Source: an optimization exercise on an open RTL-to-GDS flow (aim: small area). Production flows keep margins and buffers that such runs may drop.
Function was checked by simulation only, so behaviour that the tests miss may differ from the original.
Power is estimated from default activity; no workload was simulated.

== nickel ==
// CPU
module CPU (
	input  logic        clk, rst,
	input  logic [31:0] Instr,
	input  logic [31:0] ReadData,
	output logic [31:0] WriteData,
	output logic        MemWrite,
	output logic [31:0] PC,
	output logic [31:0] ALUResult,
	output logic [31:0] Result
);
For scale: about 1700 cells after synthesis, about 520 flip-flops, roughly 200 I/O pins, about 24000 um2 of cells after synthesis.
clock: 20.0 ns
lec_check: 0
cap_margin: 10
core_margin: 2
core_utilization: 58
place_density: 0.72
slew_margin: 10
standard.sh (not shown) runs the stock make flow with config.mk's settings and CLKGATE_MAP_FILE= SYNTH_SCRIPT=/design/flow/synth_recipe.tcl, a recipe that flattens the netlist after the stock synthesis.
==> flow/flow/run.sh <==
#!/bin/bash
# Own layout flow: the standard ORFS flow (standard.sh) with
#  - an area-oriented ABC mapping script (no buffering or gate upsizing in ABC),
#  - minimum-size port buffers,
#  - a clock tree without dummy loads and with larger sink clusters,
set -euo pipefail
W=$PWD
rm -rf "$W/scripts_own"
cp -r "$FLOW_HOME/scripts" "$W/scripts_own"
cp "$W/flow/abc.script" "$W/scripts_own/abc_speed.script"
bash "$W/standard.sh" \
  SCRIPTS_DIR="$W/scripts_own" \
  BUFFER_PORTS_ARGS="-buffer_cell sky130_fd_sc_hd__buf_1" \
  CTS_ARGS="-sink_clustering_enable -repair_clock_nets -dont_use_dummy_load -buf_list {sky130_fd_sc_hd__clkbuf_4 sky130_fd_sc_hd__clkbuf_8} -sink_clustering_size 17 -sink_clustering_max_diameter 80" \
  finish > "$W/orfs_make.log" 2>&1
==> flow/flow/abc.script <==
&get -n
&st
&dch -f
&nf -p -R 1000 -F 8 -A 8 -E 50
&put
&get -n
&st
&dch -f
&nf -p -R 1000 -E 50
&put
topo
Relative to nickel, the following input files were edited for onyx:
Settings: SLEW_MARGIN changed from 10 to 0; CAP_MARGIN changed from 10 to 0; PLACE_DENSITY changed from 0.72 to 0.5; CORE_UTILIZATION changed from 58 to 35; CTS_BUF_LIST newly set to sky130_fd_sc_hd__clkbuf_4 sky130_fd_sc_hd__clkbuf_8.
-- flow/flow/run.sh --
<<< nickel, line 12
  SCRIPTS_DIR="$W/scripts_own" \
  BUFFER_PORTS_ARGS="-buffer_cell sky130_fd_sc_hd__buf_1" \
  CTS_ARGS="-sink_clustering_enable -repair_clock_nets -dont_use_dummy_load -buf_list {sky130_fd_sc_hd__clkbuf_4 sky130_fd_sc_hd__clkbuf_8} -sink_clustering_size 17 -sink_clustering_max_diameter 80" \
  finish > "$W/orfs_make.log" 2>&1
>>> onyx, line 12
  SCRIPTS_DIR="$W/scripts_own" \
  BUFFER_PORTS_ARGS="-buffer_cell sky130_fd_sc_hd__buf_1" \
  CTS_ARGS="-sink_clustering_enable -repair_clock_nets -dont_use_dummy_load -buf_list {sky130_fd_sc_hd__clkbuf_4 sky130_fd_sc_hd__clkbuf_8} -sink_clustering_size 14 -sink_clustering_max_diameter 60" \
  finish > "$W/orfs_make.log" 2>&1
==> flow/flow/abc.script <==
&get -n
&st
&dch -f
&nf -p -R 1000 -F 8 -A 8
&put
&get -n
&st
&dch -f
&nf -p -R 1000
&put
topo
### Flow results
From onyx to nickel, number of max-cap violations did not move at all.
On via count, nickel tracks onyx almost exactly.
Compared with nickel, in onyx utilization lower, area occupied by multi-input gates went up by about 3%.
[diff] power after layout, onyx relative to nickel: regression
Between nickel and onyx, cell area increased.
There was hardly any difference in fraction of the cycle the final worst path needs between nickel and onyx.
Of nickel and onyx, the lower placed instance count belongs to nickel.
Looking at die outline area across nickel and onyx, the one that comes out lower is nickel.
Looking only at sequential share of layout area, and setting everything else aside, the higher value of nickel and onyx goes to nickel.
Looking at library cell contributing the largest single delay on the critical path, the a311oi_4 result is from nickel; the nor2b_1 one comes from onyx.
The fraction of the mapped netlist area in adder cells on onyx is in line with that on nickel.
Here is what was changed in the inputs of willow compared with onyx.
Settings: changing PLACE_DENSITY from 0.5 to 0.72; changing CAP_MARGIN from 0 to 10; removing CTS_BUF_LIST (formerly sky130_fd_sc_hd__clkbuf_4 sky130_fd_sc_hd__clkbuf_8); changing CORE_UTILIZATION from 35 to 58; changing SLEW_MARGIN from 0 to 10.
-- flow/flow/run.sh --
<<< onyx, line 12
  SCRIPTS_DIR="$W/scripts_own" \
  BUFFER_PORTS_ARGS="-buffer_cell sky130_fd_sc_hd__buf_1" \
  CTS_ARGS="-sink_clustering_enable -repair_clock_nets -dont_use_dummy_load -buf_list {sky130_fd_sc_hd__clkbuf_4 sky130_fd_sc_hd__clkbuf_8} -sink_clustering_size 14 -sink_clustering_max_diameter 60" \
  finish > "$W/orfs_make.log" 2>&1
>>> willow, line 12
  SCRIPTS_DIR="$W/scripts_own" \
  BUFFER_PORTS_ARGS="-buffer_cell sky130_fd_sc_hd__buf_1" \
  CTS_ARGS="-sink_clustering_enable -repair_clock_nets -dont_use_dummy_load -buf_list {sky130_fd_sc_hd__clkbuf_4 sky130_fd_sc_hd__clkbuf_8} -sink_clustering_size 16 -sink_clustering_max_diameter 65" \
  finish > "$W/orfs_make.log" 2>&1
Findings:
willow went all the way through synthesis, placement and routing and the layout is clean on timing, DRC and antenna.
Comparing willow and onyx, relative max-transition margin is lower on onyx.
Post-detailed-route DRC marker count of onyx is on par with willow.
For onyx, the cell with the largest stage delay on the worst path was nor2b_1, unlike willow, where it was nor2_2.
willow vs. onyx: minimum clock period higher; area growth from synthesis to layout lower; share of total power consumed by net switching lower; post-route clock period utilization higher.
> inputs changed (willow -> tundra)
-- flow/flow/run.sh --
<<< willow, line 12
  SCRIPTS_DIR="$W/scripts_own" \
  BUFFER_PORTS_ARGS="-buffer_cell sky130_fd_sc_hd__buf_1" \
  CTS_ARGS="-sink_clustering_enable -repair_clock_nets -dont_use_dummy_load -buf_list {sky130_fd_sc_hd__clkbuf_4 sky130_fd_sc_hd__clkbuf_8} -sink_clustering_size 16 -sink_clustering_max_diameter 65" \
  finish > "$W/orfs_make.log" 2>&1
>>> tundra, line 12
  SCRIPTS_DIR="$W/scripts_own" \
  BUFFER_PORTS_ARGS="-buffer_cell sky130_fd_sc_hd__buf_1" \
  CTS_ARGS="-sink_clustering_enable -repair_clock_nets -dont_use_dummy_load -buf_list {sky130_fd_sc_hd__clkbuf_4 sky130_fd_sc_hd__clkbuf_8} -sink_clustering_size 17 -sink_clustering_max_diameter 80" \
  finish > "$W/orfs_make.log" 2>&1
## What came out
As far as fraction of area in non-clock buffers is concerned, willow and tundra perform about the same.
willow and tundra ended up with roughly the same critical path data required time.
Sequential share of cell area, willow and tundra: smaller value in willow
Going from willow to tundra, number of diodes added for antenna fixing shrank by 2, number of synthesized flops with an enable pin held steady, total wire length held steady.
| final area | tundra vs willow | 0.31% lower |
As of tundra, total power had fallen slightly compared to willow.
Number of fill cells in the layout: willow vs tundra, no meaningful difference
Between willow and tundra, the final cycle utilization of the critical path is higher for willow.

what the ideal ports hide:
The results above use ideal ports. As a check the final layouts listed here were re-extracted and re-timed, cells and wires unchanged.
Step 1: set_driving_cell puts a clkbuf_16 on clk and a buf_2 on each other input, an assumption about the parent block.
Step 2 times the ports against the registers' clock, not the clock port: input delays grow and output delays shrink by t, the midpoint of the rising clock arrivals with the driver on.
Three values: ideal, step 1, step 2; two values: the first two.
run	t, ns	setup slack, ns	hold WS [ns]	worst register clock-pin slew, ns	pins driven straight from the clock port
nickel	0.704	1.064 / 1.037 / 1.037	0.520 / 0.520 / 0.520	0.12 / 0.12	1
onyx	0.715	1.085 / 1.057 / 1.057	0.462 / 0.462 / 0.462	0.10 / 0.10	1
willow	0.698	0.994 / 0.906 / 0.906	0.463 / 0.463 / 0.463	0.10 / 0.10	1
tundra	0.690	1.026 / 0.945 / 0.945	0.466 / 0.466 / 0.466	0.12 / 0.12	1
After both steps setup and hold are still met in every run listed. The setup slack of willow, which loses most, moves by -0.088 ns with the drivers and by -0.088 ns with both steps.
